From an optimization exercise on the open Yosys and OpenROAD flow, aimed at a short achievable clock period and few clock cycles; shortcuts taken in it are not production practice.
No functional check of the RTL was part of any run shown here.
Power figures rest on the tool's default switching activity, not on a simulated workload.

## flow/design.v

```verilog
`timescale 1ns / 1ps
module Mux_32(
    input SEL,
    input [31:0] in1,
    input [31:0] in2,
    output [31:0] out
    );
    assign out = (SEL)? in2 : in1;
endmodule
`timescale 1ns / 1ps
module Mux_5(
    input SEL,
    input [4:0] in1,
    input [4:0] in2,
    output [4:0] out
    );
    assign out = (SEL)? in2 : in1;
endmodule
`timescale 1ns / 1ps
module Signext(
    input [15:0] inst,
    output [31:0] data
    );
    assign data = (inst[15]) ? (inst | 32'hffff0000) : (inst | 32'h00000000);
endmodule
`timescale 1ns / 1ps
module Ctr(
    input [5:0] opCode,
    output reg regDst,
    output reg aluSrc,
    output reg memToReg,
    output reg regWrite,
    output reg memRead,
    output reg memWrite,
    output reg branch,
    output reg [1:0] aluOp,
    output reg jump
    );
    always @(*)
    begin
        case(opCode)
        6'b000000:  
        begin
            regDst = 1;
            aluSrc = 0;
            memToReg = 0;
            regWrite = 1;
            memRead = 0;
            memWrite = 0;
            branch = 0;
            aluOp = 2'b10;
            jump = 0;
        end
        6'b100011:  
        begin
            regDst = 0;
            aluSrc = 1;
            memToReg = 1;
            regWrite = 1;
            memRead = 1;
            memWrite = 0;
            branch = 0;
            aluOp = 2'b00;
            jump = 0;
        end
        6'b101011:  
        begin
            regDst = 0;
            aluSrc = 1;
            memToReg = 0;
            regWrite = 0;
            memRead = 0;
            memWrite = 1;
            branch = 0;
            aluOp = 2'b00;
            jump = 0;
        end
        6'b000100:  
        begin
            regDst = 0;
            aluSrc = 0;
            memToReg = 0;
            regWrite = 0;
            memRead = 0;
            memWrite = 0;
            branch = 1;
            aluOp = 2'b01;
            jump = 0;
        end
        6'b000010:  
        begin
            regDst = 0;
            aluSrc = 0;
            memToReg = 0;
            regWrite = 0;
            memRead = 0;
            memWrite = 0;
            branch = 0;
            aluOp = 2'b00;
            jump = 1;
        end
        default:
        begin
            regDst = 0;
            aluSrc = 0;
            memToReg = 0;
            regWrite = 0;
            memRead = 0;
            memWrite = 0;
            branch = 0;
            aluOp = 2'b00;
            jump = 0;
        end
        endcase
    end
endmodule
`timescale 1ns / 1ps
module ALUCtr(
    output reg [3:0] aluCtrOut,
    input [5:0] funct,
    input [1:0] aluOp
    );
    always @(*)
    begin
        casex({aluOp, funct})
        8'b00xxxxxx: aluCtrOut = 4'b0010;
        8'b1xxx0000: aluCtrOut = 4'b0010;
        8'b1xxx0010: aluCtrOut = 4'b0110;
        8'b1xxx0100: aluCtrOut = 4'b0000;
        8'b1xxx0101: aluCtrOut = 4'b0001;
        8'b1xxx1010: aluCtrOut = 4'b0111;
        8'bx1xxxxxx: aluCtrOut = 4'b0110;
        default: aluCtrOut = 4'b0000;
        endcase
    end
endmodule
`timescale 1ns / 1ps
module Alu(
    input [31:0] in1,
    input [31:0] in2,
    input [3:0] aluCtr,
    output reg zero,
    output reg [31:0] aluRes
    );
    always @(*)
    begin
        zero = 0;
        case (aluCtr)
        4'b0010:  
        begin
            aluRes = in1 + in2;
            if (aluRes == 0)
                zero = 1;
        end
        4'b0110:  
        begin
            aluRes = in1 - in2;
            if (aluRes == 0)
                zero = 1;
        end
        4'b0000:  
        begin
            aluRes = in1 & in2;
            if (aluRes == 0)
                zero = 1;
        end
        4'b0001:  
        begin
            aluRes = in1 | in2;
            if (aluRes == 0)
                zero = 1;
        end
        4'b1100:  
        begin
            aluRes = ~(in1 | in2);
            if (aluRes == 0)
                zero = 1;
        end
        4'b0111:  
        begin
            if (in1 < in2)
            begin
                aluRes = 1;
                zero = 0;
            end
            else 
            begin
                aluRes = 0;
                zero = 1;
            end
        end
        default: aluRes = 0;
        endcase
    end
endmodule
`timescale 1ns / 1ps
module Registers(
    input CLK,
    input [25:21] readReg1,
    input [20:16] readReg2,
    input [4:0] writeReg,
    input [31:0] writeData,
    input regWrite,
    input Reset,
    output reg [31:0] readData1,
    output reg [31:0] readData2
    );
    reg [31:0] regFile[0:31];
    always @ (*)
    begin
        if (readReg1)
            readData1 = (regWrite && writeReg == readReg1) ? writeData : regFile[readReg1];
        else 
            readData1 = 0;
        if (readReg2)
            readData2 = (regWrite && writeReg == readReg2) ? writeData : regFile[readReg2];
        else 
            readData2 = 0;
    end
    integer cnt;
    always @ (posedge CLK)
    begin
        if (Reset)                       
        begin
            for (cnt = 0; cnt < 32; cnt = cnt + 1)
                regFile[cnt] <= 0;
        end
        else if (regWrite)
            regFile[writeReg] <= writeData;
    end
endmodule
`timescale 1ns / 1ps
module Top(
    input clk,
    input reset,
    output [31:0] imem_addr,
    input [31:0] imem_rdata,
    output [31:0] dmem_addr,
    output [31:0] dmem_wdata,
    output dmem_we,
    input [31:0] dmem_rdata
    );
    reg [31:2] pcF;
    reg         bhS [0:31];
    reg [1:0]   bht [0:31];
    reg         huV, huT;        
    reg [4:0]   huI;
    reg        vD;
    reg [4:0]  rsD, rtD, dstD;
    reg [4:0]  keyD;
    reg [31:0] immD, rfA, rfB;
    reg        useRsD, useRtD, isImmD, rwD, ldD, stD, eLdD;
    reg        subD, andD, orD, sltD;
    reg        bqD, beqD, predD;
    reg        fXa, fXb, lXa, lXb;
    reg        fMLa, fMLb, fMAa, fMAb;    
    reg [31:2] p1D, tgD;
    reg        vX, rwX, ldX, stX, eX, beqX, predX, bqX, sdLdX;
    reg        subX, andX, orX, sltX;
    reg [4:0]  dstX;
    reg [4:0]  idxX;
    reg [31:0] aX, bX, sdX;      
    reg [31:2] altX;
    reg        rwM, ldM, stM;
    reg [4:0]  dstM;
    reg [31:0] resM, wdM, addrR;
    reg [31:0] rf [1:31];
    reg        rstR;
    wire [31:0] p0 = aX ^ bX;
    wire [31:0] g0 = aX & bX;
    wire [31:0] gl [0:5];
    wire [31:0] pl [0:5];
    assign gl[0] = g0;
    assign pl[0] = p0;
    genvar k, j;
    generate
        for (k = 0; k < 5; k = k + 1) begin : ks
            for (j = 0; j < 32; j = j + 1) begin : bt
                if (j >= (1 << k)) begin : m
                    assign gl[k+1][j] = gl[k][j] | (pl[k][j] & gl[k][j-(1<<k)]);
                    assign pl[k+1][j] = pl[k][j] & pl[k][j-(1<<k)];
                end else begin : c
                    assign gl[k+1][j] = gl[k][j];
                    assign pl[k+1][j] = pl[k][j];
                end
            end
        end
    endgenerate
    wire [31:0] cin = {gl[5][30:0], 1'b0};
    wire cout = gl[5][31];
    wire sltBit = cout;          
    wire [31:0] pS = p0 ^ {32{subX}};    
    wire useSum = !eX & !andX & !orX & !sltX;
    wire [31:0] xLog = eX ? dmem_rdata : andX ? (aX & bX) :
                       orX ? (aX | bX) : 32'd0;
    wire [31:0] xE = sltX ? {31'd0, sltBit} : xLog;
    wire [31:0] xRes = (cin & (useSum ? ~pS : xE)) | (~cin & (useSum ? pS : xE));
    wire eqX = (aX == bX);
    wire misX = vX & beqX & (eqX != predX);
    wire [31:0] wbM = ldM ? dmem_rdata : resM;
    assign dmem_addr = addrR;
    assign dmem_wdata = wdM;
    assign dmem_we = stM;
    assign imem_addr = {pcF, 2'b00};
    wire fwdXrs = fXa, fwdXrt = fXb;
    wire ldXrs = lXa, ldXrt = lXb;
    wire [31:0] aOld = fMLa ? dmem_rdata : fMAa ? resM : rfA;
    wire [31:0] tOld = fMLb ? dmem_rdata : fMAb ? resM : rfB;
    wire [31:0] aEarly = fwdXrs ? xLog : aOld;
    wire [31:0] rtEarly = fwdXrt ? xLog : tOld;
    wire [31:0] bEarly = isImmD ? immD : rtEarly;
    wire aSum = fwdXrs & useSum, aSlt = fwdXrs & sltX;
    wire bSum = !isImmD & fwdXrt & useSum, bSlt = !isImmD & fwdXrt & sltX;
    wire tSum = fwdXrt & useSum, tSlt = fwdXrt & sltX;
    wire [31:0] pA = pS ^ {32{subD}};
    wire [31:0] aE = aSlt ? {{31{subD}}, sltBit ^ subD} : (aEarly ^ {32{subD}});
    wire [31:0] bE = bSlt ? {31'd0, sltBit} : bEarly;
    wire [31:0] tE = tSlt ? {31'd0, sltBit} : rtEarly;
    wire [31:0] aNext = (cin & (aSum ? ~pA : aE)) | (~cin & (aSum ? pA : aE));
    wire [31:0] bNext = (cin & (bSum ? ~pS : bE)) | (~cin & (bSum ? pS : bE));
    wire [31:0] tNext = (cin & (tSum ? ~pS : tE)) | (~cin & (tSum ? pS : tE));
    wire [31:2] altD = predD ? p1D : tgD;
    wire eLd = eLdD & !(vX & (ldX | stX));
    wire stallD = vD & ((useRsD & ldXrs) | (useRtD & ldXrt));
    wire goX = vD & !stallD & !misX;
    wire [4:0] idxF = pcF[6:2];
    wire [31:2] pcF1 = pcF + 30'd1;
    wire [31:0] fi = imem_rdata;
    wire [5:0] opF = fi[31:26];
    wire [4:0] rsF = fi[25:21], rtF = fi[20:16], rdF = fi[15:11];
    wire fR  = opF == 6'b000000;
    wire fLW = opF == 6'b100011;
    wire fSW = opF == 6'b101011;
    wire fBQ = opF == 6'b000100;
    wire [4:0] fDst = fR ? rdF : rtF;
    wire [31:0] fImm = {{16{fi[15]}}, fi[15:0]};
    wire [30:0] fTgt2 = {pcF, 1'b1} + {fImm[29:0], 1'b1};
    wire [31:2] fTgt = fTgt2[30:1];      
    wire fSame = rsF == rtF;
    wire fBq = fBQ & (fi[15:0] != 16'd0);
    wire fPred = fBQ & (fSame | (bhS[idxF] ? bht[idxF][1] : fi[15]));
    wire [3:0] fFn = fi[3:0];
    wire [31:0] fA = (rsF == 0 | rstR) ? 32'd0 :
                     (rwM & (dstM == rsF)) ? wbM : rf[rsF];
    wire [31:0] fB = (rtF == 0 | rstR) ? 32'd0 :
                     (rwM & (dstM == rtF)) ? wbM : rf[rtF];
    integer i;
    always @(posedge clk) begin
        aX <= aNext;
        bX <= bNext;
        sdX <= tNext;
        dstX <= dstD;
        altX <= altD;
        idxX <= keyD;
        dstM <= dstX;
        resM <= xRes;
        wdM <= sdLdX ? dmem_rdata : sdX;
        addrR <= (goX & eLd) ? immD : (cin & ~pS) | (~cin & pS);
        rstR <= reset;
        if (rstR) begin
            for (i = 1; i < 32; i = i + 1) rf[i] <= 0;
        end else if (rwM) rf[dstM] <= wbM;
        huI <= idxX;
        huT <= eqX;
        if (reset) begin
            pcF <= 0;
            vD <= 0;
            vX <= 0; rwX <= 0; ldX <= 0; stX <= 0; eX <= 0; beqX <= 0;
            predX <= 0; bqX <= 0; sdLdX <= 0;
            subX <= 0; andX <= 0; orX <= 0; sltX <= 0;
            rwM <= 0; ldM <= 0; stM <= 0;
            huV <= 0;
            for (i = 0; i < 32; i = i + 1) bhS[i] <= 0;
        end else begin
            huV <= vX & bqX;
            if (huV) begin
                bhS[huI] <= 1;
                if (!bhS[huI]) bht[huI] <= huT ? 2'b10 : 2'b01;
                else if (huT & bht[huI] != 2'b11) bht[huI] <= bht[huI] + 2'd1;
                else if (!huT & bht[huI] != 2'b00) bht[huI] <= bht[huI] - 2'd1;
            end
            rwM <= vX & rwX;
            ldM <= vX & ldX;
            stM <= vX & stX;
            vX <= goX;
            rwX <= rwD; ldX <= ldD & !eLd; stX <= stD;
            eX <= goX & eLd;
            subX <= subD; andX <= andD; orX <= orD; sltX <= sltD;
            beqX <= beqD; predX <= predD; bqX <= bqD;
            sdLdX <= ldXrt;
            if (misX) begin
                pcF <= altX;
            end else if (!stallD) begin
                pcF <= fPred ? fTgt : pcF1;
            end
            vD <= !misX & (vD | !stallD);
            if (stallD) begin
                rfA <= aOld;
                rfB <= tOld;
                fXa <= 0; fXb <= 0; lXa <= 0; lXb <= 0;
                fMLa <= vX & rwX & ldX & (dstX == rsD);
                fMLb <= vX & rwX & ldX & (dstX == rtD);
                fMAa <= vX & rwX & !ldX & (dstX == rsD);
                fMAb <= vX & rwX & !ldX & (dstX == rtD);
            end else begin
                fXa <= vD & rwD & !(ldD & !eLd) & (dstD == rsF);
                fXb <= vD & rwD & !(ldD & !eLd) & (dstD == rtF);
                lXa <= vD & rwD & ldD & !eLd & (dstD == rsF);
                lXb <= vD & rwD & ldD & !eLd & (dstD == rtF);
                fMLa <= vX & rwX & ldX & (dstX == rsF);
                fMLb <= vX & rwX & ldX & (dstX == rtF);
                fMAa <= vX & rwX & !ldX & (dstX == rsF);
                fMAb <= vX & rwX & !ldX & (dstX == rtF);
                rsD <= rsF; rtD <= rtF; dstD <= fDst;
                immD <= fImm;
                rfA <= fA; rfB <= fB;
                useRsD <= fR | fLW | fSW | fBQ;
                useRtD <= fR | fBQ;
                isImmD <= fLW | fSW;
                rwD <= (fR | fLW) & (fDst != 0);
                ldD <= fLW; stD <= fSW;
                eLdD <= fLW & (rsF == 0);
                subD <= fR & ((fFn == 4'b0010) | (fFn == 4'b1010));
                orD  <= fR & (fFn == 4'b0101);
                sltD <= fR & (fFn == 4'b1010);
                andD <= fR & !(fFn == 4'b0000 | fFn == 4'b0010 |
                               fFn == 4'b0101 | fFn == 4'b1010);
                bqD <= fBq;
                beqD <= fBq & !fSame;
                predD <= fPred;
                p1D <= pcF1;
                tgD <= fTgt;
                keyD <= idxF;
            end
        end
    end
endmodule
```

## flow/flow/run.sh

```bash
#!/bin/bash
# Standard layout, but the port buffers start as plain buffers (buf_4)
# instead of the delay buffers buffer_ports picks by default; the resizer
# then sizes them like any other buffer.
set -euo pipefail
export BUFFER_PORTS_ARGS="-buffer_cell sky130_fd_sc_hd__buf_4"
bash standard.sh finish > flow_make.log 2>&1
```

## flow/standard.sh

```bash
#!/bin/bash
# synth_recipe.tcl (not shown) runs the flow's synth.tcl, then flattens the netlist and writes it again
# the make line also repeats each setting of config.mk as NAME=value (left out here)
make -C /OpenROAD-flow-scripts/flow DESIGN_CONFIG=/design/flow/config.mk WORK_HOME=/design/flow/orfs CLKGATE_MAP_FILE= SYNTH_SCRIPT=/design/flow/synth_recipe.tcl "${@:-finish}"
```

## flow/config.mk

```make
export PLATFORM = sky130hd
export DESIGN_NAME = Top
export DESIGN_NICKNAME = Top
export VERILOG_FILES = /design/flow/design.v
export SDC_FILE = /design/flow/constraint.sdc
export NUM_CORES = 4
export LEC_CHECK = 0
export ABC_CLOCK_PERIOD_IN_PS = 3000
export CAP_MARGIN = 20
export CORE_MARGIN = 2
export CORE_UTILIZATION = 60
export SETUP_SLACK_MARGIN = 4.0
export SLEW_MARGIN = 20
export TNS_END_PERCENT = 10
```

## flow/constraint.sdc

```tcl
create_clock -name core_clock -period 7.0 [get_ports {clk}]
set_input_delay 1.4000 -clock core_clock [delete_from_list [all_inputs] [get_ports {clk}]]
set_output_delay 1.4000 -clock core_clock [all_outputs]
set_load 0.01 [all_outputs]
```

==> results of run 1 <==
## worst min path at each step
stage / slack, ns / startpoint / to / cells after the start
2_1_floorplan: 0.31 / idxX[0] / huI[0] / 0
3_3_place_gp: 0.31 / idxX[3] / huI[3] / 0
3_5_place_dp: 0.31 / idxX[2] / huI[2] / 0
4_1_cts: 0.33 / idxX[2] / huI[2] / 0
5_1_grt: 0.34 / idxX[2] / huI[2] / 0
6_report: 0.33 / idxX[2] / huI[2] / 0
## registers in the layout (all words and copies together), names as in the netlist, 32 cells and up, named ones only
register  cells
aX           32
addrR        32
bX           32
bhS          32
bht          64
resM         32
rf         1024
rfA          32
rfB          32
sdX          32
wdM          32
## cell usage in the layout, fill, tap and decap left out, drive strengths merged, types with 19 or more instances in the layout
cell type / instances
nor2: 1368
edfxtp: 1270
mux4: 615
buf: 436
a21oi: 335
dfxtp: 329
mux2i: 259
clkbuf: 229
nand2: 170
inv: 130
xnor2: 128
o22ai: 124
mux2: 120
o21ai: 96
ha: 96
nor3: 71
clkinv: 65
xor2: 52
nand3: 45
nand2b: 43
nor2b: 40
a21o: 35
and3: 29
nor4: 22
a221oi: 21
o221ai: 20
and2: 19
## final cells by class
type | instances | area, um2 | share of cell area [%]
clock inverters | 89 | 945 | 1.01
repair buffers | 463 | 5150 | 5.51
repair inverters | 1 | 5.00 | 0.00536
flip-flops and latches | 1599 | 44800 | 47.9
well taps | 1768 | 2210 | 2.37
multi-input cells | 3922 | 35300 | 37.8
diodes | 4 | 10.0 | 0.0107
inverters | 125 | 475 | 0.509
clock buffers | 218 | 4530 | 4.85
## kinds of logic after synthesis
| kind of cell | count (synthesis) | share of synthesized area (%) |
|---|---|---|
| compound gates | 772 | 5.88 |
| xor+xnor | 180 | 1.96 |
| fa+ha+maj | 97 | 1.52 |
| buf+inv | 682 | 3.24 |
| flops | 1599 | 55.6 |
| mux | 988 | 22.1 |
| other cells | 1 | 0.00466 |
| simple gates | 1876 | 9.72 |
## critical path, cell delays in order
cell	delay, ns
buf_16	0.19
mux4_2	0.58
mux4_2	0.53
nor2b_1	0.37
nor3_1	0.12
a21oi_1	0.40
o22ai_1	0.17
## layer usage
layer,GRT usage (%),up-vias
met1,56.6,29200
met3,11.4,806
met5,0,-
met4,15.7,8
met2,62.1,4518
li1,-,23400
## repair_timing
| action | CTS | global route |
|---|---|---|
| pin swaps | 54 | 32 |
| cloned | 34 | 12 |
| setup buffers | 78 | 28 |
| setup endpoints to repair | 809 | 853 |
| resized for setup | 292 | 134 |
## power groups by stage
stage	sequential [mW]	combinational, mW	clock, mW
after floorplan	11.5	3.43	0
after global placement	11.6	5.39	0
after detailed placement	11.6	5.44	0
after CTS	11.5	6.05	9.05
after global routing	11.6	7.01	9.40
final	11.5	6.73	9.03
==> impl_metrics.json, run 1 <==
{
  "status": "timing/DRC/antenna clean",
  "met3WireLength_um": 39300,
  "slew_headroom_pct": 16.8,
  "synth_top_area_share_pct": 47.4,
  "nets": 6441,
  "clk_pin_slew_ns": 0.06,
  "slew_viol_final": 0,
  "fill_cells": 9312,
  "cp_data_required_time_ns": 7.51,
  "crit_type": "in -> reg",
  "hold_buffers": 0,
  "pre_cts_ws_ns": 1.80,
  "routed_wl_um": 283000,
  "grt_pass1_wl_um": 398000,
  "hold_path.class": "reg -> reg",
  "dieWidth_um": 370,
  "synth_area_per_cell_um2": 13.0,
  "crit_arrival_ns": 3.86,
  "wl_met2_um": 128000,
  "grt_max_degree": 96,
  "finalNonFillerCells": 8189,
  "p_sw_share_pct": 31.4,
  "dr.pass1.iters": 8,
  "ys_warn_count": 1,
  "design_area_um2": 93400,
  "wl_met1_um": 103000,
  "synth_edf_count": 1270,
  "worst_slack_ns": 3.65,
  "core_um2": 133000,
  "internal_power_mw": 18.7,
  "via_per_inst": 7.08,
  "startpoint": "imem_rdata[16]",
  "netlist.top_cell.by_area": "edfxtp_1",
  "io_buffers": 160,
  "cts_buffers": 166,
  "drv_cap": 0,
  "synthFlopType": "edfxtp_1",
  "vias": 57900,
  "p_clk_share_pct": 33.1,
  "drc": 0,
  "initial_core_util_pct": 60.3,
  "clk_latency_ns": 0.82,
  "htree_num_levels": 4,
  "power_switching_mw": 8.57,
  "pin_count": 163,
  "utilization_pct": 70.1,
  "drt_first_iter_violations": 9120,
  "synth.area.top_cells": "edfxtp_1 47%, mux4_2 17%, dfxtp_1 8.2%",
  "cts_root_buf": "clkbuf_16",
  "finalSetupTns_ns": 0,
  "track_usage_pct": 40.9,
  "critPathLaunchType": "input port",
  "fp.dieH_um": 370,
  "synth_seq_area_share_pct": 55.6,
  "wire_per_inst_um": 34.6,
  "cts_buffer_depth": 3,
  "synth_area_um2": 80400,
  "clkSinkCount": 1599,
  "worstRegToRegCells": 6,
  "p_total_mw": 27.3,
  "synth_most_common_cell": "nor2_1",
  "grt_pass1_vias": 55600,
  "die_area_um2": 137000,
  "reg2reg_setup_slack_ns": 3.72,
  "fin_crit_ns": 3.35,
  "cp_max_fo": 16,
  "antenna_left": 0,
  "area_growth_pct": 16.2,
  "irDropWorstVdd_mv": 0.216,
  "comb_power_share_pct": 24.7,
  "skew_ns": 0.0307,
  "cts_tree": "yes",
  "post-route-period-util_pct": 47.8,
  "synth_cell_types": 70,
  "place.gp.congestion": 0.915,
  "seq_power_share_pct": 42.2,
  "finalHoldViolCount": 0,
  "setup_viol": 0,
  "rsz0062_at_grt": "yes",
  "antenna_found_initial": 9,
  "yosys-top-cells-count": "1368 x nor2_1, 1270 x edfxtp_1, 615 x mux4_2",
  "endpoint_kind": "flop",
  "crit_end": "rfB[2]",
  "num_rows": 134,
  "ys_ff_latch": 1599,
  "p_leak_nw": 34.6,
  "reg2reg_to": "rf[9][4]",
  "dp_hpwl_um": 160000,
  "synthArstFlopShare_pct": 0,
  "dp.cells": 7718,
  "overflow": 0,
  "max_freq_ghz": 0.299,
  "postPlaceCellArea_um2": 83600,
  "netlist_instances": 6195,
  "power_density_nw_per_um2": 292,
  "fin_hold_ws_ns": 0.331,
  "drive_above_1_share_pct": 27.9,
  "reg2reg_from": "rwM",
  "dr.max_layer_used": "met5",
  "worstMarginPinSlew_ns": 1.25
}
==> inputs of run 2 (changes only) <==
--- a/flow/design.v
+++ b/flow/design.v
@@ -244,9 +244,12 @@
     reg         bhS [0:31];
     reg [1:0]   bht [0:31];
-    reg         huV, huT;        
-    reg [4:0]   huI;
+    reg         huV;             
+    reg [4:0]   huI;             
+    reg [1:0]   huN;
     reg        vD;
     reg [4:0]  rsD, rtD, dstD;
     reg [4:0]  keyD;
+    reg        bsD;              
+    reg [1:0]  bcD;
     reg [31:0] immD, rfA, rfB;
     reg        useRsD, useRtD, isImmD, rwD, ldD, stD, eLdD;
@@ -260,4 +263,6 @@
     reg [4:0]  dstX;
     reg [4:0]  idxX;
+    reg        bsX;
+    reg [1:0]  bcX;
     reg [31:0] aX, bX, sdX;      
     reg [31:2] altX;
@@ -340,4 +345,7 @@
     wire fBq = fBQ & (fi[15:0] != 16'd0);
     wire fPred = fBQ & (fSame | (bhS[idxF] ? bht[idxF][1] : fi[15]));
+    wire selT = fPred & !misX & !stallD & !reset;
+    wire [31:2] pcOther = reset ? 30'd0 : misX ? altX : stallD ? pcF : pcF1;
+    wire [31:2] pcNext = selT ? fTgt : pcOther;
     wire [3:0] fFn = fi[3:0];
     wire [31:0] fA = (rsF == 0 | rstR) ? 32'd0 :
@@ -353,4 +361,6 @@
         altX <= altD;
         idxX <= keyD;
+        bsX <= bsD;
+        bcX <= bcD;
         dstM <= dstX;
         resM <= xRes;
@@ -362,7 +372,9 @@
         end else if (rwM) rf[dstM] <= wbM;
         huI <= idxX;
-        huT <= eqX;
+        huN <= !bsX ? (eqX ? 2'b10 : 2'b01) :
+               eqX ? (bcX == 2'b11 ? 2'b11 : bcX + 2'd1) :
+                     (bcX == 2'b00 ? 2'b00 : bcX - 2'd1);
+        pcF <= pcNext;
         if (reset) begin
-            pcF <= 0;
             vD <= 0;
             vX <= 0; rwX <= 0; ldX <= 0; stX <= 0; eX <= 0; beqX <= 0;
@@ -376,7 +388,5 @@
             if (huV) begin
                 bhS[huI] <= 1;
-                if (!bhS[huI]) bht[huI] <= huT ? 2'b10 : 2'b01;
-                else if (huT & bht[huI] != 2'b11) bht[huI] <= bht[huI] + 2'd1;
-                else if (!huT & bht[huI] != 2'b00) bht[huI] <= bht[huI] - 2'd1;
+                bht[huI] <= huN;
             end
             rwM <= vX & rwX;
@@ -389,9 +399,4 @@
             beqX <= beqD; predX <= predD; bqX <= bqD;
             sdLdX <= ldXrt;
-            if (misX) begin
-                pcF <= altX;
-            end else if (!stallD) begin
-                pcF <= fPred ? fTgt : pcF1;
-            end
             vD <= !misX & (vD | !stallD);
             if (stallD) begin
@@ -432,4 +437,6 @@
                 tgD <= fTgt;
                 keyD <= idxF;
+                bsD <= bhS[idxF];
+                bcD <= bht[idxF];
             end
         end
==> run 2 against run 1 <==
Effect of this change: still clean on timing, DRC and antenna; clock power fell by 2%; final cell count is 0.90% lower; clock-buffer cell count decreased by 1; power decreased by 2.4%; hold slack worse by 0.00080 ns; sequential power about the same; die area shrank 0.75%; clock skew decreased by 0.0046 ns; first-iteration DRC count down 0.79%; design area is 1.8% lower; highest routed layer unchanged.
==> impl_metrics.json, run 2 <==
{
  "final_common_cell": "nor2_1",
  "max_freq_ghz": 0.286,
  "synth_compound_gate_area_share_pct": 6.06,
  "synth_area_per_cell_um2": 13.0,
  "rsz0062_at_grt": "yes",
  "drv_cap": 0,
  "synth_top_family_by_area": "multiplexers",
  "synth_cell_types": 70,
  "synth_seq_area_share_pct": 56.6,
  "fin_hold_ws_ns": 0.330,
  "slew_headroom_pct": 20.7,
  "cts_tree": "yes",
  "place.gp.congestion": 0.949,
  "routed_wl_um": 276000,
  "synthAdderAreaFrac_pct": 1.51,
  "nets": 6379,
  "reg_top3": "rf (1024), bht (64)",
  "top_register": "rf",
  "yosys.area_share.simple_pct": 9.58,
  "num_rows": 133,
  "cp_max_fo": 7,
  "synthMuxAreaShare_pct": 21.1,
  "irDropWorstVdd_mv": 0.241,
  "critPathLaunchType": "flop",
  "via_per_inst": 7.04,
  "post-route-period-util_pct": 49.9,
  "dieWidth_um": 369,
  "area_growth_pct": 15.0,
  "largest_register_ffs": 1024,
  "overflow": 0,
  "seqCellArea_um2": 45200,
  "most-common-layout-cells": "1391 x nor2_1, 1303 x edfxtp_1, 572 x mux4_2, 316 x buf_4, 295 x dfxtp_1",
  "dp.cells": 7680,
  "drt_first_iter_violations": 9048,
  "clk_pin_slew_ns": 0.06,
  "synth_area_um2": 79800,
  "finalNonFillerCells": 8115,
  "htree_num_levels": 4,
  "multiInputGateArea_um2": 33500,
  "cts_root_buf": "clkbuf_16",
  "worst_slack_ns": 3.51,
  "io_buffers": 160,
  "drive_above_1_share_pct": 24.6,
  "synth_edf_count": 1303,
  "finalSetupTns_ns": 0,
  "core_um2": 132000,
  "pre_cts_ws_ns": 2.24,
  "initial_core_util_pct": 60.5,
  "cts_buffer_depth": 3,
  "p_leak_nw": 34.3,
  "grt_pass1_wl_um": 392000,
  "synth_xor_area_share_pct": 1.94,
  "synthArstFlopShare_pct": 0,
  "endpoint_kind": "flop",
  "yosys-top-cells-count": "1397 x nor2_1, 1303 x edfxtp_1, 572 x mux4_2",
  "clk_latency_ns": 0.81,
  "finalHoldViolCount": 0,
  "power_density_nw_per_um2": 290,
  "drc": 0,
  "ys_ff_latch": 1606,
  "crit_type": "reg -> reg",
  "wire_per_inst_um": 34.0,
  "synthFlopType": "edfxtp_1",
  "antenna_left": 0,
  "grt_pass1_vias": 55300,
  "setup_viol": 0,
  "status": "timing/DRC/antenna clean",
  "synth_most_common_cell": "nor2_1",
  "hold_path.class": "reg -> reg",
  "netlist_instances": 6147,
  "worstMarginPinSlew_ns": 1.19,
  "dr.pass1.iters": 6,
  "fp.dieH_um": 369,
  "track_usage_pct": 40.6,
  "pin_count": 163,
  "slew_viol_final": 0,
  "dp_hpwl_um": 156000,
  "fill_cells": 9201,
  "ys_warn_count": 1,
  "cp_data_required_time_ns": 7.68,
  "synth.area.top_cells": "edfxtp_1 49%, mux4_2 16%, dfxtp_1 7.6%",
  "die_area_um2": 136000,
  "synth_top_area_share_pct": 49.0,
  "skew_ns": 0.0261,
  "netlist.top_cell.by_area": "edfxtp_1",
  "hold_buffers": 0,
  "vias": 57200,
  "crit_arrival_ns": 4.17,
  "clkSinkCount": 1606,
  "cts_buffers": 168,
  "antenna_found_initial": 10,
  "grt_max_degree": 67,
  "fin_crit_ns": 3.49
}
## run 2: cell count changes in the layout (fill, tap and decap cells not counted), sizes merged, moves of 17 or more
cell / before / now
dfxtp: 329 / 303
edfxtp: 1270 / 1303
nor2: 1368 / 1397
a21oi: 335 / 234
buf: 436 / 418
nand2: 170 / 229
mux2: 120 / 93
a21o: 35 / 72
o21ai: 96 / 167
o221ai: 20 / 3
nor3: 71 / 32
a221oi: 21 / 100
mux4: 615 / 572
mux2i: 259 / 290
## run 2: path summary, 6_finish.rpt
check | start | endpoint | slack, ns | depth (start not counted)
worst max register to register | flop | flop | 3.51 | 11
worst min register to register | idxX[3] | huI[3] | 0.33 | 0
worst min-delay path | idxX[3] | huI[3] | 0.33 | 0
worst max-delay path | flop | flop | 3.51 | 11
## run 2: final cells by class
| cell class | instances | area share [%] |
|---|---|---|
| multi-input cells | 3882 | 36.5 |
| flip-flops and latches | 1606 | 49.3 |
| well taps | 1755 | 2.39 |
| clock buffers | 217 | 5.04 |
| diodes | 7 | 0.0191 |
| repair buffers | 433 | 5.42 |
| inverters | 127 | 0.536 |
| clock inverters | 88 | 0.792 |
## run 2: worst max-delay path: stages (launching register included)
cell,delay [ns]
dfxtp_4,0.40
buf_12,0.13
mux4_2,0.54
mux4_2,0.51
nand2_2,0.10
o311ai_4,0.20
o311a_1,0.37
o21a_4,0.13
and3_4,0.24
buf_12,0.16
mux2_4,0.30
mux2_4,0.26
## run 2: power by group
group	total [mW]	switching [mW]	leakage, nW	internal [mW]
logic	6.18	3.90	15.9	2.28
registers	11.6	0.487	15.8	11.1
clock network	8.86	3.84	2.62	5.02
## run 2: kinds of logic after synthesis
family | after synthesis
xor+xnor | 177
compound gates | 770
mux | 955
simple gates | 1880
flops | 1606
fa+ha+maj | 96
buf+inv | 662
other cells | 1
## run 2: what timing repair did
| item | in CTS | in global routing |
|---|---|---|
| cloned | 38 | 0 |
| buffers inserted | 72 | 7 |
| gates resized for setup | 273 | 37 |
| endpoints found under the setup margin | 592 | 742 |
| pin swaps | 65 | 20 |
| endpoints found under the hold margin | 0 | 0 |
## run 2: stage by stage
step	cell area, um2	utilization [%]	total power, mW
3_5_place_dp	83200	63.1	17.3
4_1_cts	91400	69.3	26.3
6_report	91800	69.6	26.6
2_1_floorplan	79900	-	15.0
5_1_grt	91800	69.6	27.3
3_3_place_gp	83000	63.0	17.1
## run 2: per-layer routing
| layer | track usage, % | vias up | share of wire (%) |
|---|---|---|---|
| li1 | - | 23200 | - |
| met1 | 56.4 | 28700 | 36 |
| met2 | 60.1 | 4527 | 44 |
| met3 | 12.0 | 799 | 14 |
| met4 | 17.6 | 2 | 4.8 |
| met5 | 0 | - | 0.0040 |
==> inputs of run 3 (changes only) <==
--- a/flow/design.v
+++ b/flow/design.v
@@ -241,28 +241,22 @@
     input [31:0] dmem_rdata
     );
-    reg [31:2] pcF;
+    reg [31:2] pcF, pcO;
     reg         bhS [0:31];
     reg [1:0]   bht [0:31];
-    reg         huV;             
-    reg [4:0]   huI;             
-    reg [1:0]   huN;
+    reg         huV, huT;        
+    reg [4:0]   huI;
     reg        vD;
     reg [4:0]  rsD, rtD, dstD;
     reg [4:0]  keyD;
-    reg        bsD;              
-    reg [1:0]  bcD;
     reg [31:0] immD, rfA, rfB;
     reg        useRsD, useRtD, isImmD, rwD, ldD, stD, eLdD;
     reg        subD, andD, orD, sltD;
     reg        bqD, beqD, predD;
-    reg        fXa, fXb, lXa, lXb;
-    reg        fMLa, fMLb, fMAa, fMAb;    
-    reg [31:2] p1D, tgD;
+    reg        fXa, fXb, lXa, lXb, fMa, fMb;
+    reg [31:2] altD;
     reg        vX, rwX, ldX, stX, eX, beqX, predX, bqX, sdLdX;
     reg        subX, andX, orX, sltX;
     reg [4:0]  dstX;
     reg [4:0]  idxX;
-    reg        bsX;
-    reg [1:0]  bcX;
     reg [31:0] aX, bX, sdX;      
     reg [31:2] altX;
@@ -271,5 +265,4 @@
     reg [31:0] resM, wdM, addrR;
     reg [31:0] rf [1:31];
-    reg        rstR;
     wire [31:0] p0 = aX ^ bX;
     wire [31:0] g0 = aX & bX;
@@ -307,9 +300,10 @@
     assign dmem_wdata = wdM;
     assign dmem_we = stM;
-    assign imem_addr = {pcF, 2'b00};
+    assign imem_addr = {pcO, 2'b00};
     wire fwdXrs = fXa, fwdXrt = fXb;
     wire ldXrs = lXa, ldXrt = lXb;
-    wire [31:0] aOld = fMLa ? dmem_rdata : fMAa ? resM : rfA;
-    wire [31:0] tOld = fMLb ? dmem_rdata : fMAb ? resM : rfB;
+    wire fwdMrs = fMa, fwdMrt = fMb;
+    wire [31:0] aOld = fwdMrs ? wbM : rfA;
+    wire [31:0] tOld = fwdMrt ? wbM : rfB;
     wire [31:0] aEarly = fwdXrs ? xLog : aOld;
     wire [31:0] rtEarly = fwdXrt ? xLog : tOld;
@@ -325,5 +319,4 @@
     wire [31:0] bNext = (cin & (bSum ? ~pS : bE)) | (~cin & (bSum ? pS : bE));
     wire [31:0] tNext = (cin & (tSum ? ~pS : tE)) | (~cin & (tSum ? pS : tE));
-    wire [31:2] altD = predD ? p1D : tgD;
     wire eLd = eLdD & !(vX & (ldX | stX));
     wire stallD = vD & ((useRsD & ldXrs) | (useRtD & ldXrt));
@@ -340,16 +333,12 @@
     wire [4:0] fDst = fR ? rdF : rtF;
     wire [31:0] fImm = {{16{fi[15]}}, fi[15:0]};
-    wire [30:0] fTgt2 = {pcF, 1'b1} + {fImm[29:0], 1'b1};
-    wire [31:2] fTgt = fTgt2[30:1];      
+    wire [31:2] fTgt = pcF + fImm[29:0] + 30'd1;
     wire fSame = rsF == rtF;
     wire fBq = fBQ & (fi[15:0] != 16'd0);
-    wire fPred = fBQ & (fSame | (bhS[idxF] ? bht[idxF][1] : fi[15]));
-    wire selT = fPred & !misX & !stallD & !reset;
-    wire [31:2] pcOther = reset ? 30'd0 : misX ? altX : stallD ? pcF : pcF1;
-    wire [31:2] pcNext = selT ? fTgt : pcOther;
+    wire fPred = fBq & (fSame | (bhS[idxF] ? bht[idxF][1] : fi[15]));
     wire [3:0] fFn = fi[3:0];
-    wire [31:0] fA = (rsF == 0 | rstR) ? 32'd0 :
+    wire [31:0] fA = (rsF == 0) ? 32'd0 :
                      (rwM & (dstM == rsF)) ? wbM : rf[rsF];
-    wire [31:0] fB = (rtF == 0 | rstR) ? 32'd0 :
+    wire [31:0] fB = (rtF == 0) ? 32'd0 :
                      (rwM & (dstM == rtF)) ? wbM : rf[rtF];
     integer i;
@@ -361,20 +350,13 @@
         altX <= altD;
         idxX <= keyD;
-        bsX <= bsD;
-        bcX <= bcD;
         dstM <= dstX;
         resM <= xRes;
         wdM <= sdLdX ? dmem_rdata : sdX;
         addrR <= (goX & eLd) ? immD : (cin & ~pS) | (~cin & pS);
-        rstR <= reset;
-        if (rstR) begin
-            for (i = 1; i < 32; i = i + 1) rf[i] <= 0;
-        end else if (rwM) rf[dstM] <= wbM;
+        if (rwM) rf[dstM] <= wbM;
         huI <= idxX;
-        huN <= !bsX ? (eqX ? 2'b10 : 2'b01) :
-               eqX ? (bcX == 2'b11 ? 2'b11 : bcX + 2'd1) :
-                     (bcX == 2'b00 ? 2'b00 : bcX - 2'd1);
-        pcF <= pcNext;
+        huT <= eqX;
         if (reset) begin
+            pcF <= 0; pcO <= 0;
             vD <= 0;
             vX <= 0; rwX <= 0; ldX <= 0; stX <= 0; eX <= 0; beqX <= 0;
@@ -383,4 +365,5 @@
             rwM <= 0; ldM <= 0; stM <= 0;
             huV <= 0;
+            for (i = 1; i < 32; i = i + 1) rf[i] <= 0;
             for (i = 0; i < 32; i = i + 1) bhS[i] <= 0;
         end else begin
@@ -388,5 +371,7 @@
             if (huV) begin
                 bhS[huI] <= 1;
-                bht[huI] <= huN;
+                if (!bhS[huI]) bht[huI] <= huT ? 2'b10 : 2'b01;
+                else if (huT & bht[huI] != 2'b11) bht[huI] <= bht[huI] + 2'd1;
+                else if (!huT & bht[huI] != 2'b00) bht[huI] <= bht[huI] - 2'd1;
             end
             rwM <= vX & rwX;
@@ -399,13 +384,14 @@
             beqX <= beqD; predX <= predD; bqX <= bqD;
             sdLdX <= ldXrt;
-            vD <= !misX & (vD | !stallD);
-            if (stallD) begin
+            if (misX) begin
+                pcF <= altX; pcO <= altX;
+                vD <= 0;
+                fXa <= 0; fXb <= 0; lXa <= 0; lXb <= 0; fMa <= 0; fMb <= 0;
+            end else if (stallD) begin
                 rfA <= aOld;
                 rfB <= tOld;
                 fXa <= 0; fXb <= 0; lXa <= 0; lXb <= 0;
-                fMLa <= vX & rwX & ldX & (dstX == rsD);
-                fMLb <= vX & rwX & ldX & (dstX == rtD);
-                fMAa <= vX & rwX & !ldX & (dstX == rsD);
-                fMAb <= vX & rwX & !ldX & (dstX == rtD);
+                fMa <= vX & rwX & (dstX == rsD);
+                fMb <= vX & rwX & (dstX == rtD);
             end else begin
                 fXa <= vD & rwD & !(ldD & !eLd) & (dstD == rsF);
@@ -413,8 +399,7 @@
                 lXa <= vD & rwD & ldD & !eLd & (dstD == rsF);
                 lXb <= vD & rwD & ldD & !eLd & (dstD == rtF);
-                fMLa <= vX & rwX & ldX & (dstX == rsF);
-                fMLb <= vX & rwX & ldX & (dstX == rtF);
-                fMAa <= vX & rwX & !ldX & (dstX == rsF);
-                fMAb <= vX & rwX & !ldX & (dstX == rtF);
+                fMa <= vX & rwX & (dstX == rsF);
+                fMb <= vX & rwX & (dstX == rtF);
+                vD <= 1;
                 rsD <= rsF; rtD <= rtF; dstD <= fDst;
                 immD <= fImm;
@@ -434,9 +419,8 @@
                 beqD <= fBq & !fSame;
                 predD <= fPred;
-                p1D <= pcF1;
-                tgD <= fTgt;
+                altD <= fPred ? pcF1 : fTgt;
                 keyD <= idxF;
-                bsD <= bhS[idxF];
-                bcD <= bht[idxF];
+                pcF <= fPred ? fTgt : pcF1;
+                pcO <= fPred ? fTgt : pcF1;
             end
         end
==> run 3 against run 2 <==
Effect of this change: still clean; combinational power shrank about 10%; design area is 4.9% lower; synthesized cell count increased by 19%; final cell count is 9.7% higher; clock skew is 0.0027 ns higher; non-clock buffer count decreased by 43; critical path type is now in -> reg; largest power group unchanged.
==> impl_metrics.json, run 3 <==
{
  "cts_tree": "yes",
  "initial_core_util_pct": 60.3,
  "synth_area_um2": 76800,
  "drt_first_iter_violations": 7972,
  "netlist.top_cell.by_area": "dfxtp_1",
  "internal_power_mw": 16.9,
  "min_from": "idxX[3]",
  "seq_power_share_pct": 40.3,
  "cts_buffers": 164,
  "power_switching_mw": 7.73,
  "reg2reg_from": "pcO[2]",
  "cts_buffer_depth": 3,
  "cts_root_buf": "clkbuf_16",
  "worstRegToRegCells": 11,
  "synth_top_area_share_pct": 34.4,
  "drive_above_1_share_pct": 21.9,
  "p_total_mw": 24.7,
  "cp_data_required_time_ns": 7.53,
  "crit_type": "in -> reg",
  "clkSinkCount": 1566,
  "final_common_cell": "nor2_1",
  "holdPathStages": 0,
  "dr.pass1.iters": 6,
  "reg2reg_to": "altD[31]",
  "wire_per_inst_um": 29.2,
  "setup_viol": 0,
  "slew_headroom_pct": 6.16,
  "track_usage_pct": 38.5,
  "ys_ff_latch": 1566,
  "antenna_left": 0,
  "place.gp.congestion": 0.954,
  "synth_most_common_cell": "nor2_1",
  "grt_pass1_wl_um": 380000,
  "pre_cts_ws_ns": 2.21,
  "fp.dieH_um": 362,
  "drv_cap": 0,
  "yosys-top-cells-count": "1377 x nor2_1, 1320 x dfxtp_1, 1020 x a211oi_1",
  "largest_register_ffs": 1024,
  "clk_pin_slew_ns": 0.07,
  "core_um2": 127000,
  "worstMarginPinSlew_ns": 1.41,
  "fin_hold_ws_ns": 0.325,
  "netlist_instances": 7299,
  "rsz0062_at_grt": "yes",
  "synth_cell_types": 75,
  "ys_warn_count": 1,
  "irDropWorstVdd_mv": 0.275,
  "grt_pass1_vias": 58500,
  "crit_arrival_ns": 4.31,
  "nets": 7265,
  "startpoint": "imem_rdata[19]",
  "area_growth_pct": 13.6,
  "endpoint_kind": "flop",
  "hold_path.class": "reg -> reg",
  "synth_area_per_cell_um2": 10.5,
  "post-route-period-util_pct": 54.0,
  "dieWidth_um": 362,
  "dp_hpwl_um": 145000,
  "p_sw_share_pct": 31.4,
  "io_buffers": 160,
  "worst_slack_ns": 3.22,
  "vias": 61500,
  "crit_end": "rfB[16]",
  "fin_crit_ns": 3.78,
  "grt_max_degree": 226,
  "reg_top3": "rf (1024), bht (64)",
  "utilization_pct": 68.5,
  "drc": 0,
  "most-common-layout-cells": "1330 x nor2_1, 1304 x dfxtp_1, 1018 x a211oi_1, 610 x mux4_2, 300 x buf_4",
  "skew_ns": 0.0287,
  "critPathLaunchType": "input port",
  "routed_wl_um": 260000,
  "antenna_found_initial": 8,
  "p_clk_share_pct": 37.2,
  "num_rows": 131,
  "clk_latency_ns": 0.82,
  "comb_power_share_pct": 22.5,
  "overflow": 0,
  "slew_viol_final": 0,
  "synthArstFlopShare_pct": 0,
  "p_leak_nw": 30.0,
  "max_freq_ghz": 0.265,
  "status": "timing/DRC/antenna clean",
  "finalSetupTns_ns": 0,
  "via_per_inst": 6.91,
  "reg2reg_setup_slack_ns": 3.44,
  "synthFlopType": "dfxtp_1",
  "synth.area.top_cells": "dfxtp_1 34%, mux4_2 18%, a211oi_1 10%",
  "die_area_um2": 131000,
  "synth_seq_area_share_pct": 44.0,
  "power_density_nw_per_um2": 283,
  "top_register": "rf",
  "htree_num_levels": 4,
  "cp_max_fo": 29,
  "finalHoldViolCount": 0,
  "synth_edf_count": 246,
  "pin_count": 163
}
==> run 3: cell count changes in the layout (fill, tap and decap cells not counted), moves of 28 or more <==
cell | previous run | this run
a21o_1 | 72 | 36
edfxtp_1 | 1303 | 246
a21oi_1 | 227 | 297
clkinv_1 | 34 | 2
nor2_4 | 6 | 43
nor2_1 | 1391 | 1330
mux4_2 | 572 | 610
a221oi_1 | 98 | 20
dfxtp_1 | 295 | 1304
nand2_2 | 29 | 1
buf_16 | 46 | 15
a211oi_1 | 3 | 1018
mux2i_1 | 258 | 167
==> run 3: how the worst min path moves through the flow <==
stage	to
after detailed placement	huI[1]
after global placement	huI[1]
final	huI[3]
after CTS	huI[3]
after floorplan	huI[0]
after global routing	huI[3]
==> run 3: per-stage QoR <==
stage | instance area [um2] | instances
after floorplan | 77600 | 7300
after global placement | 79300 | 8491
after detailed placement | 79300 | 8495
after CTS | 86100 | 8845
after global routing | 87300 | 8905
final | 87300 | 8905
==> run 3: power by group through the flow <==
stage / clock network, mW / registers (mW) / logic (mW)
after floorplan: 0 / 10.1 / 3.13
after global placement: 0 / 10.1 / 4.88
after detailed placement: 0 / 10.1 / 4.96
after CTS: 9.21 / 9.94 / 5.26
after global routing: 9.57 / 9.98 / 5.81
final: 9.17 / 9.94 / 5.55
==> run 3: layout make-up <==
type	instances	area, um2
Sequential cell	1566	33800
Timing Repair Buffer	390	4050
Fill cell	9684	40100
Inverter	132	542
Clock inverter	65	728
Multi-Input combinational cell	4845	41100
Tap cell	1662	2080
Timing Repair inverter	3	26.3
Antenna cell	2	5.00
Clock buffer	240	4920
==> run 3: critical path: stages <==
cell	delay [ns]
buf_4	0.38
buf_6	0.50
buf_4	0.48
mux2_2	0.39
a221oi_1	0.62
a211oi_1	0.18
a21oi_1	0.15
o22ai_1	0.09
==> run 3: timing repair <==
item	4_1_cts	5_1_grt
pin swaps	32	18
setup buffers	35	33
setup endpoints to repair	1077	1156
gates resized for setup	119	97
gates cloned	10	19
hold buffers	0	0
==> run 3: cell families after synthesis <==
| logic type | count (synthesis) | share of synthesized area [%] |
|---|---|---|
| xor+xnor | 185 | 2.11 |
| mux | 893 | 21.7 |
| buf+inv | 895 | 4.44 |
| simple gates | 1834 | 9.81 |
| fa+ha+maj | 97 | 1.59 |
| other cells | 1 | 0.00488 |
| compound gates | 1828 | 16.3 |
| flops | 1566 | 44.0 |
==> run 3: routing by layer <==
| layer | vias up | track usage, % | routed length (um) |
|---|---|---|---|
| met1 | 30400 | 53.5 | 105000 |
| li1 | 27000 | - | - |
| met5 | - | 0 | 55 |
| met3 | 663 | 7.24 | 27000 |
| met4 | 8 | 16.3 | 11100 |
| met2 | 3513 | 59.5 | 117000 |
==> inputs of run 4 (changes only) <==
--- a/flow/design.v
+++ b/flow/design.v
@@ -269,5 +269,5 @@
     wire [31:0] gl [0:5];
     wire [31:0] pl [0:5];
-    assign gl[0] = g0;
+    assign gl[0] = {g0[31:1], g0[0] | (p0[0] & subX)};
     assign pl[0] = p0;
     genvar k, j;
@@ -285,13 +285,12 @@
         end
     endgenerate
-    wire [31:0] cin = {gl[5][30:0], 1'b0};
+    wire [31:0] cin = {gl[5][30:0], subX};
     wire cout = gl[5][31];
-    wire sltBit = cout;          
-    wire [31:0] pS = p0 ^ {32{subX}};    
+    wire [31:0] sum = p0 ^ cin;
+    wire sltBit = ~cout;         
     wire useSum = !eX & !andX & !orX & !sltX;
     wire [31:0] xLog = eX ? dmem_rdata : andX ? (aX & bX) :
                        orX ? (aX | bX) : 32'd0;
-    wire [31:0] xE = sltX ? {31'd0, sltBit} : xLog;
-    wire [31:0] xRes = (cin & (useSum ? ~pS : xE)) | (~cin & (useSum ? pS : xE));
+    wire [31:0] xRes = useSum ? sum : sltX ? {31'd0, sltBit} : xLog;
     wire eqX = (aX == bX);
     wire misX = vX & beqX & (eqX != predX);
@@ -312,12 +311,14 @@
     wire bSum = !isImmD & fwdXrt & useSum, bSlt = !isImmD & fwdXrt & sltX;
     wire tSum = fwdXrt & useSum, tSlt = fwdXrt & sltX;
-    wire [31:0] pA = pS ^ {32{subD}};
-    wire [31:0] aE = aSlt ? {{31{subD}}, sltBit ^ subD} : (aEarly ^ {32{subD}});
-    wire [31:0] bE = bSlt ? {31'd0, sltBit} : bEarly;
-    wire [31:0] tE = tSlt ? {31'd0, sltBit} : rtEarly;
-    wire [31:0] aNext = (cin & (aSum ? ~pA : aE)) | (~cin & (aSum ? pA : aE));
-    wire [31:0] bNext = (cin & (bSum ? ~pS : bE)) | (~cin & (bSum ? pS : bE));
-    wire [31:0] tNext = (cin & (tSum ? ~pS : tE)) | (~cin & (tSum ? pS : tE));
-    wire eLd = eLdD & !(vX & (ldX | stX));
+    wire [31:0] sumB = (p0 ^ {32{subD}}) ^ cin;
+    wire [31:0] aNext = aSum ? sum : aSlt ? {31'd0, sltBit} : aEarly;
+    wire [31:0] bNext = bSum ? sumB :
+                        bSlt ? {{31{subD}}, sltBit ^ subD} :
+                        (bEarly ^ {32{subD}});
+    wire [31:0] tNext = tSum ? sum : tSlt ? {31'd0, sltBit} : rtEarly;
+    wire xLogOp = andX | orX;
+    wire eLd = eLdD & !lXa & !fMa & (!fXa | xLogOp) & !(vX & (ldX | stX));
+    wire [31:0] eAddrF = rfA + immD;
+    wire [31:0] eAddrX = (andX ? (aX & bX) : (aX | bX)) + immD;
     wire stallD = vD & ((useRsD & ldXrs) | (useRtD & ldXrt));
     wire goX = vD & !stallD & !misX;
@@ -353,5 +354,5 @@
         resM <= xRes;
         wdM <= sdLdX ? dmem_rdata : sdX;
-        addrR <= (goX & eLd) ? immD : (cin & ~pS) | (~cin & pS);
+        addrR <= !eLd ? sum : fXa ? eAddrX : eAddrF;
         if (rwM) rf[dstM] <= wbM;
         huI <= idxX;
@@ -410,5 +411,5 @@
                 rwD <= (fR | fLW) & (fDst != 0);
                 ldD <= fLW; stD <= fSW;
-                eLdD <= fLW & (rsF == 0);
+                eLdD <= fLW;
                 subD <= fR & ((fFn == 4'b0010) | (fFn == 4'b1010));
                 orD  <= fR & (fFn == 4'b0101);
==> run 4 against run 3 <==
Effect of this change: now fails the layout checks on max-capacitance violations, max-slew violations; synthesized cell count rose by 5.5%; combinational power rose by about 10%; non-clock buffer count rose by 173; via count rose by 9.4%; fmax rose by 7.9%; hold slack got worse by 0.0055 ns; clock-buffer cell count rose by 5; synthesized area rose by 2.7%.
==> impl_metrics.json, run 4 <==
{
  "overflow": 0,
  "setup_viol": 0,
  "synth_top_area_share_pct": 33.5,
  "grt_pass1_vias": 62000,
  "grt_pass1_wl_um": 410000,
  "clk_latency_ns": 0.82,
  "crit_arrival_ns": 4.20,
  "reg_top3": "rf (1024), bht (64)",
  "hold_buffers": 0,
  "p_leak_nw": 32.3,
  "synth.area.top_cells": "dfxtp_1 34%, mux4_2 15%, a211oi_1 10%",
  "cts_root_buf": "clkbuf_16",
  "power_density_nw_per_um2": 271,
  "synth_edf_count": 245,
  "antenna_found_initial": 17,
  "skew_ns": 0.0286,
  "irDropWorstVdd_mv": 0.269,
  "critPathMaxStageDelay_ns": 0.42,
  "violations": "max-capacitance violations, max-slew violations",
  "path_buf_inv": 4,
  "antenna_left": 0,
  "cts_buffers": 167,
  "clk_pin_slew_ns": 0.06,
  "initial_core_util_pct": 60.2,
  "routed_wl_um": 298000,
  "track_usage_pct": 40.7,
  "drv_cap": 1,
  "rsz0062_at_grt": "yes",
  "cp_data_required_time_ns": 7.70,
  "io_buffers": 160,
  "comb_power_share_pct": 24.3,
  "fin_crit_ns": 3.50,
  "htree_num_levels": 4,
  "num_rows": 133,
  "cts_tree": "yes",
  "endpoint_kind": "flop",
  "post-route-period-util_pct": 50.0,
  "fill_cells": 9747,
  "core_um2": 131000,
  "cts_buffer_depth": 3,
  "most-common-layout-cells": "1300 x dfxtp_1, 1250 x nor2_1, 1038 x a211oi_1, 536 x mux4_2, 417 x buf_4",
  "top_register": "rf",
  "critical-path-top-delay-family": "compound AO/OA/AOI/OAI gates",
  "final_common_cell": "dfxtp_1",
  "hold_path.class": "reg -> reg",
  "fp.dieH_um": 367,
  "synthArstFlopShare_pct": 0,
  "ys_ff_latch": 1565,
  "design_area_um2": 93000,
  "slew_headroom_pct": -13.2,
  "largest_register_ffs": 1024,
  "path_cells": "inv_2 -> fa_2 -> inv_2 -> fa_2 -> a21o_1 -> a311o_1 -> nand3_2 -> nand2_4 -> o211ai_1 -> buf_4 -> a21oi_4 -> o31a_1 -> o31ai_4 -> buf_4 -> nand2_1 -> o21ai_0",
  "dieWidth_um": 367,
  "slew_viol_final": 16,
  "synth_area_per_cell_um2": 10.2,
  "drt_first_iter_violations": 9760,
  "netlist_instances": 7702,
  "drc": 0,
  "synth_cell_types": 85,
  "pin_count": 163,
  "worst_slack_ns": 3.50,
  "status": "complete, but fails checks",
  "wire_per_inst_um": 31.1,
  "power_switching_mw": 8.07,
  "p_sw_share_pct": 32.1,
  "clkSinkCount": 1565,
  "yosys-top-cells-count": "1320 x dfxtp_1, 1308 x nor2_1, 1047 x a211oi_1",
  "postPlaceCellArea_um2": 81600,
  "vias": 67300,
  "netlist.top_cell.by_area": "dfxtp_1",
  "max_freq_ghz": 0.286,
  "cp_max_fo": 6,
  "via_per_inst": 7.02,
  "ys_warn_count": 1,
  "finalHoldViolCount": 0,
  "synth_area_um2": 78900,
  "synthFlopType": "dfxtp_1",
  "crit_type": "reg -> reg",
  "internal_power_mw": 17.1,
  "seq_power_share_pct": 39.4,
  "worstMarginPinSlew_ns": 1.70,
  "pre_cts_ws_ns": 1.97,
  "finalSetupTns_ns": 0,
  "nets": 7883,
  "area_growth_pct": 17.9,
  "die_area_um2": 134000,
  "dp_hpwl_um": 163000,
  "grt_max_degree": 227,
  "place.gp.congestion": 0.958,
  "critPathLaunchType": "flop",
  "dr.pass1.iters": 6,
  "cpMaxStageDelayCell": "a311o_1",
  "fin_hold_ws_ns": 0.320,
  "synth_seq_area_share_pct": 42.8,
  "synth_most_common_cell": "dfxtp_1",
  "p_clk_share_pct": 36.2,
  "drive_above_1_share_pct": 24.5
}
## run 4: cell types whose count changed in the layout (fill, tap and decap cells not counted), sizes merged, moves of 42 or more
cell	previous run	this run
buf	368	521
o21ai	163	292
nand2	188	278
mux4	610	540
nor2	1381	1317
mux2	83	137
mux2i	200	242
## run 4: repair_timing
action / in CTS / in global routing
setup endpoints to repair: 842 / 1012
pin swaps: 45 / 122
hold endpoints to repair: 0 / 0
setup buffers: 47 / 144
resized for setup: 212 / 362
gates cloned: 23 / 47
## run 4: path summary, 6_finish.rpt
path | start | end | slack [ns] | cells past startpoint
max | bX[0] | aX[30] | 3.50 | 16
min | idxX[2] | huI[2] | 0.32 | 0
max reg2reg | bX[0] | aX[30] | 3.50 | 16
min reg2reg | idxX[2] | huI[2] | 0.32 | 0
## run 4: per-layer routing
layer	wire, um	vias to the layer above	global-route usage [%]
met5	82	-	0
met4	16300	12	18.8
met3	38800	936	9.49
met2	129000	4524	60.8
met1	113000	32900	56.2
li1	-	28900	-
## run 4: stage by stage
| step | util (%) | power [mW] | std cells |
|---|---|---|---|
| finish | 71.0 | 25.2 | 9583 |
| global route | 71.0 | 25.9 | 9582 |
| CTS | 68.1 | 24.4 | 9387 |
| detailed placement | 62.3 | 15.1 | 9008 |
| global placement | 62.2 | 15.1 | 9002 |
| floorplan | - | 13.2 | 7703 |
## run 4: kinds of logic after synthesis
kind of cell               count (synthesis)  synth area share (%)
and+or+nand+nor                         1902                  10.0
adders and majority gates                131                  2.12
muxes                                    919                  20.5
other                                      1               0.00476
buffers and inverters                    930                  4.57
DFF                                     1565                  42.8
xor gates and xnor gates                 169                  1.88
AOI/OAI and AO/OA                       2085                  18.1
## run 4: area by class of cell
cell class,count,area (um2),share of cell area [%]
sequential,1565,33800,36.4
tap,1755,2200,2.36
timing repair buffer,563,6310,6.78
inverter,161,633,0.681
multi-input combinational,5228,44400,47.8
clock inverter,64,692,0.744
antenna,2,5.00,0.00538
clock buffer,245,4910,5.28
## run 4: power by group through the flow
stage | combinational [mW] | sequential [mW] | clock [mW]
floorplan | 3.12 | 10.0 | 0
global placement | 4.99 | 10.1 | 0
detailed placement | 5.02 | 10.1 | 0
CTS | 5.37 | 9.92 | 9.15
global route | 6.37 | 9.97 | 9.51
finish | 6.13 | 9.93 | 9.13
## run 4: worst reg2reg max path: stages (launching register included)
cell      delay (ns)
dfxtp_2         0.33
inv_2           0.07
fa_2            0.24
inv_2           0.05
fa_2            0.37
a21o_1          0.22
a311o_1         0.42
nand3_2         0.14
nand2_4         0.08
o211ai_1        0.20
buf_4           0.18
a21oi_4         0.06
o31a_1          0.28
o31ai_4         0.38
buf_4           0.18
nand2_1         0.04
o21ai_0         0.15
==> inputs of run 5 (changes only) <==
--- a/flow/config.mk
+++ b/flow/config.mk
@@ -9,5 +9,5 @@
 export CAP_MARGIN = 20
 export CORE_MARGIN = 2
-export CORE_UTILIZATION = 60
+export CORE_UTILIZATION = 55
 export SETUP_SLACK_MARGIN = 4.0
 export SLEW_MARGIN = 20
==> run 5 against run 4 <==
Effect of this change: register-to-register slack improved by 0.07 ns; die area increased by 9.0%; synthesized area unchanged; combinational power increased by 2%; routed wire length increased by 2.7%; first-iteration DRC count decreased by 9.9%; the run now finishes clean; critical endpoint is now rf[15][21]; clock power about the same; utilization decreased by 4.9 points; critical path depth decreased by 11; largest power group unchanged.
==> impl_metrics.json, run 5 <==
{
  "status": "timing/DRC/antenna clean",
  "dr.pass1.iters": 6,
  "irDropWorstVdd_mv": 0.287,
  "synthFlopType": "dfxtp_1",
  "synth_area_per_cell_um2": 10.2,
  "area_growth_pct": 19.1,
  "dp_hpwl_um": 166000,
  "fin_hold_ws_ns": 0.330,
  "htree_num_levels": 4,
  "ys_ff_latch": 1565,
  "drive_above_1_share_pct": 24.9,
  "cts_root_buf": "clkbuf_16",
  "clk_pin_slew_ns": 0.06,
  "most-common-layout-cells": "1298 x dfxtp_1, 1230 x nor2_1, 1039 x a211oi_1, 537 x mux4_2, 434 x buf_4",
  "die_area_um2": 146000,
  "endpoint_kind": "flop",
  "finalNonFillerCells": 9753,
  "synth_edf_count": 245,
  "slew_viol_final": 0,
  "grt_max_degree": 212,
  "skew_ns": 0.0311,
  "drc": 0,
  "dp.cells": 9150,
  "cts_buffers": 170,
  "clk_latency_ns": 0.84,
  "cts_tree": "yes",
  "fp.dieH_um": 383,
  "synth_top_area_share_pct": 33.5,
  "utilization_pct": 66.1,
  "initial_core_util_pct": 55.6,
  "top_register": "rf",
  "finalSetupTns_ns": 0,
  "worst_slack_ns": 3.57,
  "critPathMaxStageDelay_ns": 0.83,
  "cp_data_required_time_ns": 7.72,
  "hold_buffers": 0,
  "max_freq_ghz": 0.291,
  "hold_path.class": "reg -> reg",
  "place.gp.congestion": 0.959,
  "final_common_cell": "dfxtp_1",
  "post-route-period-util_pct": 49.1,
  "num_rows": 138,
  "cp_max_fo": 42,
  "wire_per_inst_um": 31.3,
  "crit_type": "reg -> reg",
  "pin_count": 163,
  "nets": 7916,
  "crit_arrival_ns": 4.15,
  "track_usage_pct": 38.6,
  "power_density_nw_per_um2": 270,
  "reg2reg_from": "rwM",
  "critPathLaunchType": "flop",
  "drt_first_iter_violations": 8792,
  "clkSinkCount": 1565,
  "p_leak_nw": 32.5,
  "holdPathStages": 0,
  "synth.area.top_cells": "dfxtp_1 34%, mux4_2 15%, a211oi_1 10%",
  "finalHoldViolCount": 0,
  "worstRegToRegCells": 5,
  "netlist.top_cell.by_area": "dfxtp_1",
  "dieWidth_um": 383,
  "worstMarginPinSlew_ns": 1.32,
  "netlist_instances": 7702,
  "via_per_inst": 6.86,
  "reg2reg_setup_slack_ns": 3.57,
  "routed_wl_um": 306000,
  "rsz0062_at_grt": "yes",
  "pre_cts_ws_ns": 2.21,
  "reg_top3": "rf (1024), bht (64)",
  "design_area_um2": 93900,
  "grt_pass1_wl_um": 420000,
  "core_um2": 142000,
  "synth_cell_types": 85,
  "antenna_found_initial": 18,
  "fin_crit_ns": 3.43,
  "slew_headroom_pct": 11.4,
  "drv_cap": 0,
  "reg2reg_to": "rf[15][21]",
  "setup_viol": 0,
  "yosys-top-cells-count": "1320 x dfxtp_1, 1308 x nor2_1, 1047 x a211oi_1",
  "postPlaceCellArea_um2": 81800,
  "synth_seq_area_share_pct": 42.8,
  "p_total_mw": 25.3,
  "largest_register_ffs": 1024,
  "synth_area_um2": 78900,
  "io_buffers": 160,
  "cts_buffer_depth": 3,
  "path_cells": "nand3_2 -> nor2_4 -> buf_4 -> nor2_1 -> a211oi_1",
  "overflow": 0,
  "synthArstFlopShare_pct": 0,
  "min_from": "idxX[3]",
  "hold_path_end": "huI[3]",
  "grt_pass1_vias": 61400,
  "synth_most_common_cell": "dfxtp_1",
  "ys_warn_count": 1,
  "cpMaxStageDelayCell": "nor2_4",
  "vias": 66900,
  "antenna_left": 0
}
[run 5: what timing repair did]
item                                    4_1_cts  5_1_grt
cloned                                       30       46
resized for setup                           211      409
endpoints found under the setup margin     1065     1168
pin swaps                                    58      112
setup buffers                                71      137
[run 5: final cells by class]
| class | instances | area, um2 |
|---|---|---|
| antenna | 3 | 7.51 |
| tap | 1890 | 2360 |
| inverter | 161 | 643 |
| fill | 11200 | 48100 |
| sequential | 1565 | 33800 |
| clock inverter | 47 | 520 |
| clock buffer | 266 | 5120 |
| multi-input combinational | 5226 | 44600 |
| timing repair inverter | 1 | 7.51 |
| timing repair buffer | 594 | 6800 |
[run 5: per-layer routing]
metal | up-vias | global-route usage, % | routed length [um] | share of wire (%)
met4 | 16 | 15.2 | 15500 | 5.1
met5 | - | 0 | 246 | 0.080
met1 | 32900 | 54.1 | 120000 | 39
met2 | 4131 | 58.3 | 133000 | 43
met3 | 880 | 8.21 | 37000 | 12
li1 | 29000 | - | - | -
[run 5: where the power goes]
part	switching (mW)	leakage (nW)	total (mW)	internal, mW
Clock	3.89	2.77	9.15	5.26
Sequential	0.293	13.3	9.94	9.65
Combinational	4.02	16.5	6.24	2.22
[run 5: how the worst max path moves through the flow]
stage	startpoint	end	slack (ns)
after floorplan	andX	addrR[30]	3.30
after global placement	imem_rdata[22]	rfA[10]	2.22
after detailed placement	imem_rdata[22]	rfA[10]	2.21
after CTS	imem_rdata[17]	rfB[10]	3.59
after global routing	aX[1]	addrR[21]	3.55
final	rwM	rf[15][21]	3.57
[run 5: worst max-delay path: cells and delay by family (launching register included)]
family	cells	cell delay, ns
simple gates	3	1.56
buf+inv	1	0.67
compound gates	1	0.24
flops	1	0.82
[run 5: cells by family after synthesis]
family	share of synthesized area, %
other	0.00476
buffers and inverters	4.57
adder cells (fa/ha/maj)	2.12
multiplexers	20.5
AND/OR/NAND/NOR	10.0
AO/OA/AOI/OAI	18.1
XOR/XNOR	1.88
flip-flops	42.8

==> what the ideal ports hide <==
The flow's constraints put no driver on any port. The routed layouts listed below were extracted and timed again, unchanged, in two steps.
Step 1 assumes that a clkbuf_16 drives the clock port and a buf_2 every other input.
Step 2 also shifts input and output timing later by t, the mid clock arrival at the registers, as if the neighbouring blocks saw the same clock.
a / b / c = ideal / step 1 / step 2; a / b = the first two.
run	t, ns	setup WS [ns]	worst setup path at the end	latest minus earliest clock arrival (ns)	worst slew at a driven data input, ns
run 1	0.894	3.651 / 3.334 / 2.440	input to register	0.030 / 0.030	0.47
run 2	0.882	3.507 / 3.411 / 2.529	input to register	0.030 / 0.030	0.39
run 3	0.891	3.223 / 3.283 / 2.392	input to register	0.029 / 0.029	0.45
run 4	0.897	3.500 / 3.464 / 2.568	input to register	0.034 / 0.035	0.44
run 5	0.897	3.566 / 3.439 / 2.542	input to register	0.031 / 0.031	0.50
The setup slack of run 1, which loses most, moves by -0.317 ns with the drivers and by -1.211 ns with both steps.
